Source: an optimization exercise on an open RTL-to-GDS flow (aim: small area). Production flows keep margins and buffers that such runs may drop. RTL that was checked went through simulation tests only; none was proved equivalent to the original. For runs 2 and 3, only the layout was checked, not whether the RTL still works. No activity file was given, so power comes from the tool's default toggle rates.

===== config.mk =====
export PLATFORM = sky130hd
export DESIGN_NAME = System_Top
export DESIGN_NICKNAME = System_Top
export VERILOG_FILES = /design/flow/design.v
export SDC_FILE = /design/flow/constraint.sdc
export NUM_CORES = 4
export LEC_CHECK = 0
export ABC_AREA = 1
export CAP_MARGIN = 20
export CORE_MARGIN = 2
export CORE_UTILIZATION = 40
export CTS_BUF_LIST = sky130_fd_sc_hd__clkbuf_4 sky130_fd_sc_hd__clkbuf_8
export CTS_CLUSTER_DIAMETER = 100
export CTS_CLUSTER_SIZE = 40
export SLEW_MARGIN = 20

===== constraint.sdc =====
create_clock -name core_clock -period 12.0 [get_ports {CLK}]
set_input_delay 2.4000 -clock core_clock [delete_from_list [all_inputs] [get_ports {CLK}]]
set_output_delay 2.4000 -clock core_clock [all_outputs]
set_load 0.01 [all_outputs]

===== design.v =====
module ALU(input [7:0] A, input [7:0] Bin, input [3:0] k, output [7:0] res);
wire sh  = (k == 4'd13) | (k == 4'd14);
wire [7:0] B = sh ? 8'd2 : Bin;
wire MUL = (k == 4'd2) | (k == 4'd14);
wire DIV = (k == 4'd3) | (k == 4'd13);
wire ADD = (k == 4'd0);
wire SUB = (k == 4'd1) | (k == 4'd10) | (k == 4'd11) | (k == 4'd12);
wire CMP = (k == 4'd10) | (k == 4'd11) | (k == 4'd12);
wire arith = ADD | SUB | MUL | DIV;
wire [7:0] nb = ~B;
wire [7:0] P [0:8];
wire [7:0] q;
wire [7:0] s0;
assign P[8] = A & {8{~MUL}};
genvar i, j;
generate for (i=7;i>=1;i=i-1) begin: gr
  localparam W = 8-i;
  wire [W:0] cc; assign cc[0] = DIV;
  wire mrow = MUL & B[i];
  wire [W-1:0] t;
  for (j=0;j<W;j=j+1) begin: gc
    wire x = P[i+1][i+j];
    wire y = (mrow & A[j]) | (~MUL & nb[j]);
    assign t[j] = y ^ cc[j];
    assign cc[j+1] = (x & y) | (cc[j] & (x | y));
  end
  wire z = ~|B[7:W];
  assign q[i] = cc[W] & z;
  wire sel = MUL | (DIV & q[i]);
  for (j=0;j<8;j=j+1) begin: go
    if (j < i) assign P[i][j] = P[i+1][j];
    else assign P[i][j] = P[i+1][j] ^ (sel & t[j-i]);
  end
end endgenerate
reg [3:0] tt;    
always @(*) begin
  case (k)
    4'd0:  tt = 4'b1010;            
    4'd2, 4'd14: tt = {B[0], B[0], 2'b00};  
    4'd4:  tt = 4'b0100;            
    4'd5:  tt = 4'b0010;            
    4'd6:  tt = 4'b1011;            
    4'd7:  tt = 4'b1101;            
    4'd8:  tt = 4'b1010;            
    default: tt = 4'b0101;          
  endcase
end
wire [8:0] c0; assign c0[0] = SUB | DIV;
generate for (j=0;j<8;j=j+1) begin: g0
  wire x = P[1][j];
  wire y = tt[{A[j], B[j]}];
  assign s0[j] = x ^ y ^ c0[j];
  assign c0[j+1] = (x & y & arith) | (c0[j] & (x | y));
end endgenerate
assign q[0] = c0[8];
wire lt = ~c0[8];
wire eq = ~|s0;
wire gt = c0[8] & ~eq;
wire [1:0] cmpr = (k == 4'd10) ? {1'b0, eq} : (k == 4'd11) ? {gt, 1'b0} : {lt, lt};
assign res = DIV ? q : CMP ? {6'b0, cmpr} : s0;
endmodule
module System_Top #(parameter WIDTH = 8, ADDR = 4 , ALU_FUN_WD = 4) (
input    wire                CONTROL_EN,
input    wire                CLKDIV_EN,
input    wire                CLK,
input    wire                RST,
input    wire                WrEn,
input    wire                RdEn,
input    wire   [ADDR-1:0]   Address,
input    wire   [WIDTH-1:0]  WrData,
output   reg    [WIDTH-1:0]  RdData,
output   wire                SYS_OUT,
output   wire                SYS_VLD,
output   wire                DONE_FLAG
);
reg [7:0] mem [0:15];
wire [3:0] lo = 4'b1 << Address[1:0];
wire [3:0] hi = 4'b1 << Address[3:2];
wire [15:0] rsel;
reg  [7:0] rmux;
genvar r;
generate for (r = 0; r < 16; r = r + 1) begin : g_reg
  assign rsel[r] = hi[r/4] & lo[r%4];
  always @(posedge CLK or negedge RST)
    if (!RST) mem[r] <= 8'b0;
    else if (WrEn & rsel[r]) mem[r] <= WrData;
end endgenerate
integer i;
always @(*) begin
  rmux = 8'b0;
  for (i = 0; i < 16; i = i + 1) rmux = rmux | (mem[i] & {8{rsel[i]}});
end
always @(posedge CLK)
  if (RdEn && !WrEn) RdData <= rmux;
wire [7:0]  A   = mem[0];
wire [7:0]  B   = mem[1];
wire [15:0] cfg = {mem[3], mem[2]};
wire [1:0]  ucfg = mem[4][1:0];
wire [7:0]  ratio = mem[5];
reg [2:0] dcnt;
reg       div_clk, odd_tog;
wire      div_on  = CLKDIV_EN & (|ratio[7:1]);
wire [2:0] dcnt_inc = dcnt + 3'd1;
wire      flip = (ratio[0] & ~odd_tog) ? (dcnt == ratio[3:1]) : (dcnt_inc == ratio[3:1]);
wire      tick = ~div_on | (flip & ~div_clk);
always @(posedge CLK or negedge RST)
  if (!RST) begin
    dcnt <= 3'd0; div_clk <= 1'b0; odd_tog <= 1'b1;
  end else if (div_on) begin
    if (flip) begin
      dcnt <= 3'd0;
      div_clk <= ~div_clk;
      if (ratio[0]) odd_tog <= ~odd_tog;
    end else
      dcnt <= dcnt_inc;
  end
localparam P_IDLE = 2'd0, P_CHECK = 2'd1, P_CALC = 2'd2, P_WAIT = 2'd3;
reg [1:0] ph;
reg [3:0] k;
reg [3:0] u;                  
wire busy   = |u;
wire en_k   = cfg[k];
wire last   = &k;
wire alu_en = (ph == P_CHECK) & en_k;
wire valid  = (ph == P_CALC) & ~last;
wire k_inc  = ((ph == P_CHECK) & ~en_k) | ((ph == P_WAIT) & ~busy);
always @(posedge CLK or negedge RST)
  if (!RST) begin
    ph <= P_IDLE; k <= 4'd0;
  end else begin
    if (k_inc) k <= k + 4'd1;
    case (ph)
      P_IDLE : if (CONTROL_EN) ph <= P_CHECK;
      P_CHECK: if (en_k) ph <= P_CALC; else if (last) ph <= P_IDLE;
      P_CALC : ph <= P_WAIT;
      P_WAIT : if (!busy) ph <= last ? P_IDLE : P_CHECK;
    endcase
  end
assign DONE_FLAG = (ph == P_IDLE);
wire [7:0] res;
ALU U0_ALU (.A(A), .Bin(B), .k(k), .res(res));
reg [7:0] sr;
reg       par;
wire      load = tick & valid;
always @(posedge CLK)
  if (alu_en) sr <= res;
  else if (tick & u[3]) sr <= {sr[7], sr[7:1]};
always @(posedge CLK or negedge RST)
  if (!RST) begin
    u <= 4'd0; par <= 1'b0;
  end else if (tick) begin
    if (load & ucfg[0]) par <= ucfg[1] ^ (^sr);
    case (u)
      4'd0: if (valid) u <= 4'd1;
      4'd1: u <= 4'd8;
      4'd2: u <= 4'd3;
      4'd3: u <= 4'd0;
      4'd15: u <= ucfg[0] ? 4'd2 : 4'd3;
      default: u <= u + 4'd1;
    endcase
  end
assign SYS_VLD = busy;
assign SYS_OUT = u[3] ? sr[0] : (u == 4'd1) ? 1'b0 : (u == 4'd2) ? par : 1'b1;
endmodule

===== run.sh =====
#!/bin/bash
# synth_recipe.tcl (not shown) runs the flow's synth.tcl, then flattens the netlist and writes it again
# the make line also repeats each setting of config.mk as NAME=value (left out here)
make -C /OpenROAD-flow-scripts/flow DESIGN_CONFIG=/design/flow/config.mk WORK_HOME=/design/flow/orfs CLKGATE_MAP_FILE= SYNTH_SCRIPT=/design/flow/synth_recipe.tcl finish

==> results of run 1 <==
## layout by cell type, fill, tap and decap left out, types with 4 or more instances in the layout
master and count:
or2_1 7, clkdlybuf4s50_1 27, ha_1 25, or2_2 7, buf_4 4, xor2_1 29
nand2_1 435, a21oi_1 22, nand2_4 6, o211ai_1 13, nand4_1 20, dfrtp_1 143
nand3_1 58, o21ai_0 190, nand3_2 9, inv_1 150, xnor2_1 12, o221ai_1 4
nor2_1 95, edfxtp_1 16, and2_1 8, nor3_1 8, a31oi_1 8, a221oi_1 19
nand2_2 13, clkbuf_8 17, o22ai_1 7
## worst max path at each step
stage | startpoint | endpoint | depth (start not counted) | slack (ns)
6_report | k[0]$_DFFE_PN0P_ | sr[1]$_DFFE_PP_ | 70 | 2.26
5_1_grt | k[0]$_DFFE_PN0P_ | sr[1]$_DFFE_PP_ | 77 | 1.04
4_1_cts | k[0]$_DFFE_PN0P_ | sr[1]$_DFFE_PP_ | 68 | 2.29
3_5_place_dp | k[0]$_DFFE_PN0P_ | sr[1]$_DFFE_PP_ | 68 | 2.31
3_3_place_gp | k[0]$_DFFE_PN0P_ | sr[1]$_DFFE_PP_ | 71 | 2.61
2_1_floorplan | k[0]$_DFFE_PN0P_ | sr[1]$_DFFE_PP_ | 71 | 3.72
## per-stage QoR
step	hold WS [ns]	power, W	utilization	area (µm²)	setup WS [ns]
6_report	0.4691	0.003280	0.4502	11010	2.259
2_1_floorplan	0.4365	0.002364	-	10030	3.717
5_1_grt	0.5034	0.003629	0.4502	11010	1.039
3_5_place_dp	0.4561	0.002860	0.4333	10600	2.313
3_3_place_gp	0.4510	0.002839	0.4333	10600	2.611
4_1_cts	0.4720	0.003290	0.4502	11010	2.294
## worst max-delay path, delay by kind of cell (launching register included)
kind	cells	cell delay, ns
compound gates	10	1.51
xor+xnor	4	0.82
fa+ha+maj	2	0.48
buf+inv	4	0.63
flops	1	0.52
simple gates	50	5.44
## state kept, by name, indices dropped and copies added (netlist names), named ones only
name     cells
RdData       8
dcnt         3
div_clk      1
k            4
mem        128
odd_tog      1
par          1
ph           1
sr           8
u            4
## power breakdown
part           internal, W  switching, W  leakage, nW
Combinational     0.000710       0.00134         3.10
Sequential        0.000698      0.000110         1.97
Clock             0.000192      0.000230        0.213
## per-layer routing
layer,vias up,GRT usage,part of all wire
met5,-,0,0
met4,0,0.05953,0.017
met3,33,0.02979,0.040
met2,196,0.3718,0.49
met1,4250,0.2880,0.46
li1,4539,-,-
## layout make-up
cell class                 count  area, µm²
clock inverter                15      177.7
inverter                     155      584.3
tap                          324      405.4
fill                        2508      13450
timing repair buffer          32      311.5
sequential                   160       4085
clock buffer                  17      234.0
multi-input combinational   1026       5214
## cells by family (layout without fill, tap and decap cells)
kind of cell / count (synthesis) / count (layout) / share of synthesized area
AND/OR/NAND/NOR: 679 / 679 / 0.2913
AO/OA/AOI/OAI: 278 / 278 / 0.1567
XOR/XNOR: 44 / 44 / 0.04067
buffers and inverters: 189 / 219 / 0.07274
adder cells (fa/ha/maj): 25 / 25 / 0.03119
flip-flops: 160 / 160 / 0.4074
==> run notes, run 1 <==
CTS buffer count -> 17
Drc violations -> 0
Sequential fraction of the synthesis area -> 0.4074
Synth top area share -> 0.3568
Cell mode on critical path -> nand2_1
Post-synth EDFFs -> 16
CP peak stage delay -> 0.52 ns
Post-synth top cells -> nand2_1 (435), o21ai_0 (190), inv_1 (150), dfrtp_1 (143), nor2_1 (95)
Placed cell count -> 1697
Leakage -> 5.283 nW
DP HPWL -> 20080 µm
Setup bufs post-CTS -> 0
Layout cells sized above 1 -> 0.06121
DR vias/cell -> 5.216
Die height -> 162.3 µm
Post-cts sizing count -> 0
Mapped Nets -> 1418
Rows -> 57
Post-layout min period -> 9.741 ns
Crit-path max FO -> 20
WL/cell -> 16.00 µm
Worst endpoint required time -> 12.22 ns
Chip width -> 162.3 µm
Kind of end point of the critical path -> flip-flop
Worst skew pair latency -> 0.46 ns
Worst-path clk slew -> 0.10 ns
Max Transition Viols Final -> 0
Critical path's slowest cell -> dfrtp_1
First-pass GRT wire length -> 44920 µm
Post-synth cell types -> 52
Yosys reg bits -> 160
Largest net degree at the start of global routing -> 74
Clock Tree Buf Depth -> 2
Post-Syn Area per Cell -> 7.293 µm²
Final Non-Filler Cells -> 1729
Post-Route WL -> 27660 µm
Reg2reg setup slack -> 2.26 ns
Most frequent cell after synthesis -> nand2_1
Min-delay worst type -> reg2reg
Status -> timing/DRC/antenna clean
Vias -> 9018
Cells after synthesis -> 1375
Port-buffer cells -> 28
Maxcap violations -> 0
N_diodes -> 0
Max Fclk -> 102.7 MHz
FF-to-FF path depth -> 70
Ports -> 29
WP data arrival -> 9.96 ns
Clock Skews -> 0.01437 ns
CTS sink cnt -> 160
Final setup vio count -> 0
Hold EP -> div_clk$_DFFE_PN0P_
Final worst-path cycle share -> 0.8117
Final-report hold violation count -> 0
Antenna violations before repair -> 0
RSZ-0062 raised after global routing -> false
GRT Residual Overflow -> 0
CP startpoint kind -> flip-flop
Setup TNS -> 0 ns
Layout area overhead -> 9.807%
Yosys warning total -> 3
CTS hold repair buffers -> 0
Synth top area cells -> dfrtp_1 (36%), nand2_1 (16%), o21ai_0 (9.5%), inv_1 (5.6%), edfxtp_1 (4.8%)
CORE AREA -> 24460 µm²
Synth Cell Area -> 10030 µm²
Pwr/cell area -> 297.9 nW/µm²
Hold Startpoint -> div_clk$_DFFE_PN0P_
Initial DRT Pass Iterations -> 7
Headroom to the max-slew limit -> 0.3837
Placer Congestion -> 0.8988
Worst reg2reg startpoint -> k[0]$_DFFE_PN0P_
Top_reg_cell synth -> dfrtp_1
1st-iter DRT viols -> 665
Nets -> 1435
Peak supply drop -> 0.2887 mV
Remaining antenna violation count -> 0
H-tree depth -> 4
Slew @ Worst Pin -> 0.9173 ns
Worst reg2reg endpoint -> sr[1]$_DFFE_PP_
Initial core utilization -> 0.4100
Hold depth -> 1
Root Driver -> clkbuf_8
Dominant cell type by area after synthesis -> dfrtp_1
Synth async-reset ratio -> 0.9000
Vias in the first global route -> 8548
WS Path Type -> reg2reg
Die area -> 26350 µm²
Tot GR Track Use -> 0.2167
CTS tree -> done
==> run 2: changes to the inputs <==
--- a/design.v
+++ b/design.v
@@ -99,17 +99,17 @@
 wire [7:0]  ratio = mem[5];
 reg [2:0] dcnt;
-reg       div_clk, odd_tog;
+reg       div_clk, odd_n;       
 wire      div_on  = CLKDIV_EN & (|ratio[7:1]);
 wire [2:0] dcnt_inc = dcnt + 3'd1;
-wire      flip = (ratio[0] & ~odd_tog) ? (dcnt == ratio[3:1]) : (dcnt_inc == ratio[3:1]);
+wire      flip = (ratio[0] & odd_n) ? (dcnt == ratio[3:1]) : (dcnt_inc == ratio[3:1]);
 wire      tick = ~div_on | (flip & ~div_clk);
 always @(posedge CLK or negedge RST)
   if (!RST) begin
-    dcnt <= 3'd0; div_clk <= 1'b0; odd_tog <= 1'b1;
+    dcnt <= 3'd0; div_clk <= 1'b0; odd_n <= 1'b0;
   end else if (div_on) begin
     if (flip) begin
       dcnt <= 3'd0;
       div_clk <= ~div_clk;
-      if (ratio[0]) odd_tog <= ~odd_tog;
+      if (ratio[0]) odd_n <= ~odd_n;
     end else
       dcnt <= dcnt_inc;
@@ -145,5 +145,4 @@
 always @(posedge CLK)
   if (alu_en) sr <= res;
-  else if (tick & u[3]) sr <= {sr[7], sr[7:1]};
 always @(posedge CLK or negedge RST)
   if (!RST) begin
@@ -161,4 +160,4 @@
   end
 assign SYS_VLD = busy;
-assign SYS_OUT = u[3] ? sr[0] : (u == 4'd1) ? 1'b0 : (u == 4'd2) ? par : 1'b1;
+assign SYS_OUT = u[3] ? sr[u[2:0]] : (u == 4'd1) ? 1'b0 : (u == 4'd2) ? par : 1'b1;
 endmodule
==> run 2 against run 1 <==
Net effect: critical endpoint unchanged; die area is 2.0% higher; highest routed layer unchanged; hold slack improved by 0.0040 ns; still clean on timing, DRC and antenna; worst setup slack better by 0.18 ns; via count up 0.86%.
==> run notes, run 2 <==
1st-iter DRT viols -> 722 (+8.6%)
Worst skew pair latency -> 0.48 ns (+0.02 ns)
DP HPWL -> 19590 µm (-2.4%)
Synth top area cells -> dfrtp_1 (35%), nand2_1 (15%), o21ai_0 (9.1%), inv_1 (6.0%), edfxtp_1 (4.7%)
DR vias/cell -> 5.201 (-0.29%)
Vias -> 9096 (+0.86%)
Hold Startpoint -> div_clk$_DFFE_PN0P_
H-tree depth -> 4 (unchanged)
Peak supply drop -> 0.2117 mV (-27%)
Post-synthesis mux area share -> 0 (unchanged)
Yosys warning total -> 3 (unchanged)
Status -> timing/DRC/antenna clean
CTS tree -> done
Leakage -> 5.378 nW (+1.8%)
WP data arrival -> 9.87 ns (-0.09 ns)
First-pass GRT wire length -> 44050 µm (-1.9%)
N_diodes -> 0 (unchanged)
Yosys reg bits -> 160 (unchanged)
Root Driver -> clkbuf_8
Most frequent cells in the layout -> nand2_1 (413), o21ai_0 (186), inv_1 (164), dfrtp_1 (144), nor2_1 (90)
Initial core utilization -> 0.4066 (-0.003365)
FF-to-FF path depth -> 75 (+7.1%)
GRT Residual Overflow -> 0 (unchanged)
Ports -> 29 (unchanged)
Placer Congestion -> 0.8887 (-1.1%)
Crit-path max FO -> 25 (+25%)
CP endpoint -> sr[1]$_DFFE_PP_
Nets -> 1449 (+0.98%)
Largest family of logic cells by synthesized area -> simple AND/OR/NAND/NOR gates
Biggest regs -> mem x128, RdData x8, sr x8
Worst reg2reg endpoint -> sr[1]$_DFFE_PP_
Total power -> 0.003335 W (+1.7%)
Final setup vio count -> 0 (unchanged)
Worst Setup SP -> k[0]$_DFFE_PN0P_
Layout area overhead -> 8.725%
Synth top area share -> 0.3519 (-0.004882)
CORE AREA -> 25180 µm² (+2.9%)
Post-Synth Adder-Cell Area -> 0.03055 (-0.0006404)
Kind of end point of the critical path -> flip-flop
Port-buffer cells -> 28 (unchanged)
Mapped Nets -> 1437 (+1.3%)
Sequential fraction of the synthesis area -> 0.3989 (-0.008485)
Post-synth top cells -> nand2_1 (413), o21ai_0 (186), inv_1 (164), dfrtp_1 (144), nor2_1 (90)
Commonest non-fill, non-tap cell in the layout -> nand2_1
Placed cell count -> 1717 (+1.2%)
Post-synth EDFFs -> 16 (unchanged)
Post-cts sizing count -> 0 (unchanged)
Max Transition Viols Final -> 0 (unchanged)
Top_reg_cell synth -> dfrtp_1
Die height -> 164.0 µm (+1.0%)
Antenna violations before repair -> 0 (unchanged)
WS Path Type -> reg2reg
Area of placed instances -> 10730 µm² (+1.3%)
Largest register FFs -> 128 (unchanged)
Synth Cell Area -> 10240 µm² (+2.1%)
Worst-path clk slew -> 0.10 ns (about the same)
Critical path's slowest cell -> nor2_1
Worst reg2reg startpoint -> k[0]$_DFFE_PN0P_
Drc violations -> 0 (unchanged)
Pwr/cell area -> 299.6 nW/µm² (+0.58%)
Rows -> 58 (+1.8%)
Design area -> 11130 µm² (+1.1%)
Initial DRT Pass Iterations -> 7 (unchanged)
CTS hold repair buffers -> 0 (unchanged)
Maxcap violations -> 0 (unchanged)
CTS buffer count -> 17 (unchanged)
CP startpoint kind -> flip-flop
Chip width -> 164.0 µm (+1.0%)
Clock Tree Buf Depth -> 2 (unchanged)
Most frequent cell after synthesis -> nand2_1
Headroom to the max-slew limit -> 0.3292 (-0.05453)
Tot GR Track Use -> 0.2079 (-0.008802)
Reg2reg setup slack -> 2.44 ns (+0.18 ns)
Setup bufs post-CTS -> 0 (unchanged)
Post-synth cell types -> 54 (+3.8%)
Max Fclk -> 104.6 MHz (+1.9%)
CP peak stage delay -> 0.56 ns (+0.04 ns)
Final Non-Filler Cells -> 1749 (+1.2%)
Post-Route WL -> 27030 µm (-2.3%)
Vias in the first global route -> 8461 (-1.0%)
Largest net degree at the start of global routing -> 92 (+24%)
Filler instances -> 2630 (+4.9%)
Final worst-path cycle share -> 0.7968 (-0.01495)
Layout cells sized above 1 -> 0.08034 (+0.01913)
Largest Register -> mem
Post-Syn Area per Cell -> 7.345 µm² (+0.70%)
Synth async-reset ratio -> 0.9000 (unchanged)
Cell mode on critical path -> nand2_1
WL/cell -> 15.45 µm (-3.4%)
Slew @ Worst Pin -> 1.004 ns (+0.08668 ns)
Clock Skews -> 0.02428 ns (+0.009911 ns)
Cells after synthesis -> 1394 (+1.4%)
Final-report hold violation count -> 0 (unchanged)
Remaining antenna violation count -> 0 (unchanged)
Min-delay worst type -> reg2reg
Post-Synth XOR/XNOR Area -> 0.03825 (-0.002424)
RSZ-0062 raised after global routing -> false
Simple-gate area share of the yosys netlist -> 0.2939 (+0.002573)
CTS sink cnt -> 160 (unchanged)
Post-layout min period -> 9.562 ns (-0.1794 ns)
Setup TNS -> 0 ns (unchanged)
Complex-gate fraction of the synthesized area -> 0.1535 (-0.003217)
Final cell utilization of the core -> 0.4421 (-0.008091)
Worst endpoint required time -> 12.30 ns (+0.08 ns)
Dominant cell type by area after synthesis -> dfrtp_1
Die area -> 26890 µm² (+2.0%)
[run 2: cell count changes after synthesis, moves of 9 or more]
cell	change
a21oi_1	+20
nand3_1	+9
o211ai_1	-12
nand2_1	-22
nand2_2	+19
inv_1	+14
[run 2: area by class of cell]
cell class,count,area (µm²),area share
flip-flops and latches,160,4084,0.3669
clock inverters,15,165.2,0.01484
multi-input cells,1023,5285,0.4748
repair buffers,29,289.0,0.02596
clock buffers,17,234.0,0.02102
well taps,330,412.9,0.03709
inverters,175,661.9,0.05946
[run 2: how the worst min path moves through the flow]
| stage | to | depth (start not counted) |
|---|---|---|
| 3_3_place_gp | div_clk$_DFFE_PN0P_ | 1 |
| 2_1_floorplan | div_clk$_DFFE_PN0P_ | 1 |
| 5_1_grt | div_clk$_DFFE_PN0P_ | 1 |
| 3_5_place_dp | div_clk$_DFFE_PN0P_ | 1 |
| 4_1_cts | div_clk$_DFFE_PN0P_ | 1 |
| 6_report | div_clk$_DFFE_PN0P_ | 1 |
[run 2: per-stage QoR]
step,setup slack (ns),hold WS [ns]
after floorplan,3.843,0.4365
after global placement,2.968,0.4518
after detailed placement,2.565,0.4551
after CTS,2.491,0.4748
after global routing,1.216,0.4992
final,2.438,0.4732
[run 2: cell families after synthesis]
family                   Yosys count
buffers and inverters            211
adder cells (fa/ha/maj)           25
AND/OR/NAND/NOR                  674
AO/OA/AOI/OAI                    281
flip-flops                       160
XOR/XNOR                          43
[run 2: worst max-delay path: cells and delay by family (launching register included)]
family	cells	cell delay (ns)
DFF	1	0.53
buffers and inverters	7	0.82
xor gates and xnor gates	3	0.66
AOI/OAI and AO/OA	8	1.38
and+or+nand+nor	55	5.45
adders and majority gates	2	0.50
[run 2: power breakdown]
| part | internal, W | switching, W | total, W |
|---|---|---|---|
| Sequential | 0.000722 | 0.000120 | 0.000842 |
| Combinational | 0.000709 | 0.00139 | 0.00209 |
| Clock | 0.000157 | 0.000241 | 0.000398 |
| Total | 0.00159 | 0.00175 | 0.00333 |
[run 2: routing by layer]
| metal | global-route usage | routed length, µm |
|---|---|---|
| met4 | 0.05024 | 408 |
| met3 | 0.02879 | 1266 |
| met5 | 0 | 0 |
| met1 | 0.3006 | 13090 |
| met2 | 0.3296 | 12260 |
==> run 3: changes to the inputs <==
==> flow/run.sh (new file) <==
#!/bin/bash
set -euo pipefail
W=$(pwd)
rm -rf "$W/scripts_area"
cp -r "$FLOW_HOME/scripts" "$W/scripts_area"
cp "$W/flow/abc_area.script" "$W/scripts_area/abc_area.script"
export SCRIPTS_DIR="$W/scripts_area"
export BUFFER_PORTS_ARGS="-buffer_cell sky130_fd_sc_hd__buf_1"
bash "$W/standard.sh" > "$W/standard_flow.log" 2>&1
==> flow/abc_area.script (new file) <==
strash
dch
map -a
&get -n
&st
&dch
&nf -R 1000
&put
topo
==> standard.sh (new file) <==
#!/bin/bash
# synth_recipe.tcl (not shown) runs the flow's synth.tcl, then flattens the netlist and writes it again
# the make line also repeats each setting of config.mk as NAME=value (left out here)
make -C /OpenROAD-flow-scripts/flow DESIGN_CONFIG=/design/flow/config.mk WORK_HOME=/design/flow/orfs CLKGATE_MAP_FILE= SYNTH_SCRIPT=/design/flow/synth_recipe.tcl "${@:-finish}"
--- a/config.mk
+++ b/config.mk
@@ -13,3 +13,4 @@
 export CTS_CLUSTER_DIAMETER = 100
 export CTS_CLUSTER_SIZE = 40
+export SETUP_SLACK_MARGIN = 0.3
 export SLEW_MARGIN = 20
removed: run.sh
==> run 3 against run 2 <==
Net effect: the layout now fails its checks (setup timing); critical path depth grew 9; worst setup slack lost 2.5 ns; total power grew 19%; cell area grew 3.7%; via count shrank 16%; global-route usage grew 1.2 points; utilization grew 6.6 points; clock skew shrank 0.0053 ns; largest power group unchanged.
==> run notes, run 3 <==
Pwr/cell area -> 344.7 nW/µm² (+15%)
Initial core utilization -> 0.4075 (+0.0009046)
CP startpoint kind -> flip-flop
Chip width -> 156.1 µm (-4.8%)
Port-buffer cells -> 28 (unchanged)
Clock Skews -> 0.01900 ns (-0.005281 ns)
Total power -> 0.003979 W (+19%)
Slew @ Worst Pin -> 1.066 ns (+0.06232 ns)
Min-delay worst type -> reg2reg
FF-to-FF path depth -> 84 (+12%)
CP peak stage delay -> 0.48 ns (-0.08 ns)
Ports -> 29 (unchanged)
Final setup vio count -> 1 (+1)
Yosys reg bits -> 160 (unchanged)
Most frequent cell after synthesis -> dfrtp_1
Max Transition Viols Final -> 0 (unchanged)
Sequential fraction of the synthesis area -> 0.4413 (+0.04244)
Fail Reasons -> setup timing
Area of placed instances -> 10450 µm² (-2.7%)
Antenna violations before repair -> 1 (+1)
Worst endpoint required time -> 12.21 ns (-0.09 ns)
CTS sink cnt -> 160 (unchanged)
Final-report hold violation count -> 0 (unchanged)
Layout area overhead -> 24.74%
CTS hold repair buffers -> 0 (unchanged)
Kind of end point of the critical path -> flip-flop
Post-synth top cells -> dfrtp_1 (144), mux2_1 (128), nand2_1 (120), nor2_1 (56), a21oi_1 (44)
Tot GR Track Use -> 0.2196 (+0.01162)
Max Fclk -> 83.11 MHz (-21%)
H-tree depth -> 4 (unchanged)
Synth Cell Area -> 9254 µm² (-9.6%)
Yosys warning total -> 3 (unchanged)
Nets -> 1092 (-25%)
Most frequent cells in the layout -> dfrtp_1 (142), mux2_1 (128), buf_4 (118), nand2_1 (112), nor2_1 (50)
Largest net degree at the start of global routing -> 76 (-17%)
GRT Residual Overflow -> 0 (unchanged)
Final worst-path cycle share -> 1.003 (+0.2059)
WP data arrival -> 12.24 ns (+2.37 ns)
Placer Congestion -> 0.8763 (-1.4%)
Headroom to the max-slew limit -> 0.2836 (-0.04557)
First-pass GRT wire length -> 41430 µm (-5.9%)
Layout cells sized above 1 -> 0.2354 (+0.1551)
RSZ-0062 raised after global routing -> true
Die height -> 156.1 µm (-4.8%)
Synth async-reset ratio -> 0.9000 (unchanged)
Initial DRT Pass Iterations -> 9 (+2)
Cell mode on critical path -> buf_4
1st-iter DRT viols -> 524 (-27%)
Leakage -> 4.905 nW (-8.8%)
Dominant cell type by area after synthesis -> dfrtp_1
Design area -> 11540 µm² (+3.7%)
Worst-path clk slew -> 0.09 ns (about the same)
Clock Tree Buf Depth -> 2 (unchanged)
Remaining antenna violation count -> 0 (unchanged)
DP HPWL -> 18060 µm (-7.8%)
DR vias/cell -> 5.696 (+9.5%)
PnR worst setup slack -> -0.03261 ns (-2.471 ns)
Vias -> 7678 (-16%)
Rows -> 55 (-5.2%)
Root Driver -> clkbuf_8
Critical path's slowest cell -> dfrtp_2
Post-Syn Area per Cell -> 10.50 µm² (+43%)
Synth top area share -> 0.3894 (+0.03745)
Synth top area cells -> dfrtp_1 (39%), mux2_1 (16%), edfxtp_1 (5.2%), nand2_1 (4.9%), ha_1 (3.4%)
Crit-path max FO -> 4 (-84%)
Post-layout min period -> 12.03 ns (+2.471 ns)
Post-synth cell types -> 45 (-17%)
Post-synth EDFFs -> 16 (unchanged)
CTS tree -> done
Top_reg_cell synth -> dfrtp_1
CTS buffer count -> 17 (unchanged)
Commonest non-fill, non-tap cell in the layout -> dfrtp_1
Largest Register -> mem
Drc violations -> 0 (unchanged)
WS Path Type -> reg2reg
Biggest regs -> mem x128, RdData x8, sr x8
Peak supply drop -> 0.2069 mV (-2.3%)
Hold depth -> 1 (unchanged)
Die area -> 24370 µm² (-9.4%)
Vias in the first global route -> 7520 (-11%)
Mapped Nets -> 924 (-36%)
Largest register FFs -> 128 (unchanged)
Cells after synthesis -> 881 (-37%)
Post-Route WL -> 25710 µm (-4.9%)
Maxcap violations -> 0 (unchanged)
Worst hold margin -> 0.4768 ns (+0.003674 ns)
Worst skew pair latency -> 0.48 ns (about the same)
CORE AREA -> 22710 µm² (-9.8%)
WL/cell -> 19.07 µm (+23%)
Setup TNS -> -0.03261 ns (-0.03261 ns)
Status -> finished with violations
run 3: worst paths after layout:
kind | startpoint | to | slack, ns
max reg2reg | k[0]$_DFFE_PN0P_ | sr[1]$_DFFE_PP_ | -0.03
min | div_clk$_DFFE_PN0P_ | div_clk$_DFFE_PN0P_ | 0.48
min reg2reg | div_clk$_DFFE_PN0P_ | div_clk$_DFFE_PN0P_ | 0.48
max | k[0]$_DFFE_PN0P_ | sr[1]$_DFFE_PP_ | -0.03
min in group asynchronous | RST | u[2]$_DFFE_PN0P_ | 2.07
max in group asynchronous | RST | mem[3][5]$_DFFE_PN0P_ | 8.42
run 3: where the power goes:
group	internal [W]	leakage, nW	switching, W	total, W
logic	0.00129	2.77	0.00138	0.00267
clock network	0.000203	0.222	0.000232	0.000435
registers	0.000743	1.91	0.000129	0.000872
run 3: cell families (layout without fill, tap and decap cells):
| group | after synthesis | in the layout | synth area share |
|---|---|---|---|
| and+or+nand+nor | 299 | 299 | 0.1494 |
| DFF | 160 | 160 | 0.4413 |
| AOI/OAI and AO/OA | 159 | 160 | 0.1163 |
| muxes | 140 | 140 | 0.1836 |
| xor gates and xnor gates | 60 | 60 | 0.05679 |
| buffers and inverters | 33 | 213 | 0.01339 |
| adders and majority gates | 30 | 30 | 0.03921 |
| other | 0 | 1 | 0 |
run 3: critical path: cells and delay by family (launching register included):
family,cells,cell delay (ns)
and+or+nand+nor,34,4.40
buffers and inverters,19,2.22
xor gates and xnor gates,8,0.96
DFF,1,0.48
AOI/OAI and AO/OA,18,2.43
adders and majority gates,5,1.22
run 3: what timing repair did:
item / in CTS / in global routing
resized for setup: 21 / 33
buffers inserted: 36 / 19
setup endpoints to repair: 4 / 7
cloned: 1 / 0
pin swaps: 38 / 32
run 3: routing by layer:
layer  global-route usage  share of wire
met5                    0              0
met4              0.08257          0.031
met3              0.04083          0.048
met2               0.3531           0.47
met1               0.2959           0.45
run 3: metrics by stage:
stage,cells,worst slack [ns],utilization
6_report,1348,-0.03261,0.5083
5_1_grt,1347,-0.8581,0.5082
4_1_cts,1328,0.2889,0.4948
3_5_place_dp,1259,-0.4240,0.4600
3_3_place_gp,1259,0.05581,0.4600
2_1_floorplan,881,0.04943,-
run 3: final cells by class:
class	instances	area, µm²
Tap cell	285	356.6
Sequential cell	160	4086
Fill cell	2081	11170
Clock inverter	14	185.2
Multi-Input combinational cell	689	5508
Clock buffer	18	247.7
Antenna cell	1	2.502
Timing Repair Buffer	148	1021
Inverter	33	136.4

[afterwards: timing with drivers on the ports]
No port has a modelled driver above. Below, the same layouts with a new extraction and two added sets of constraints. Step 1 assumes that a clkbuf_16 drives the clock port and a buf_2 every other input. Step 2 adds t to the input delays and takes it off the output delays; t is the mean of the earliest and latest rising clock arrival at the registers after step 1. Input paths then give back, and output paths get back, about the clock's delay inside the block. Three values: ideal ports, drivers, drivers and shift; two values: the first two.
run	t, ns	setup WS [ns]	hold slack, ns	clock arrival spread, ns	pins driven straight from the clock port
run 1	0.495	2.259 / 2.259 / 2.259	0.469 / 0.469 / 0.469	0.016 / 0.015	1
run 2	0.508	2.438 / 2.438 / 2.438	0.473 / 0.473 / 0.473	0.025 / 0.025	1
run 3	0.506	-0.033 / -0.033 / -0.033	0.477 / 0.477 / 0.477	0.020 / 0.019	1
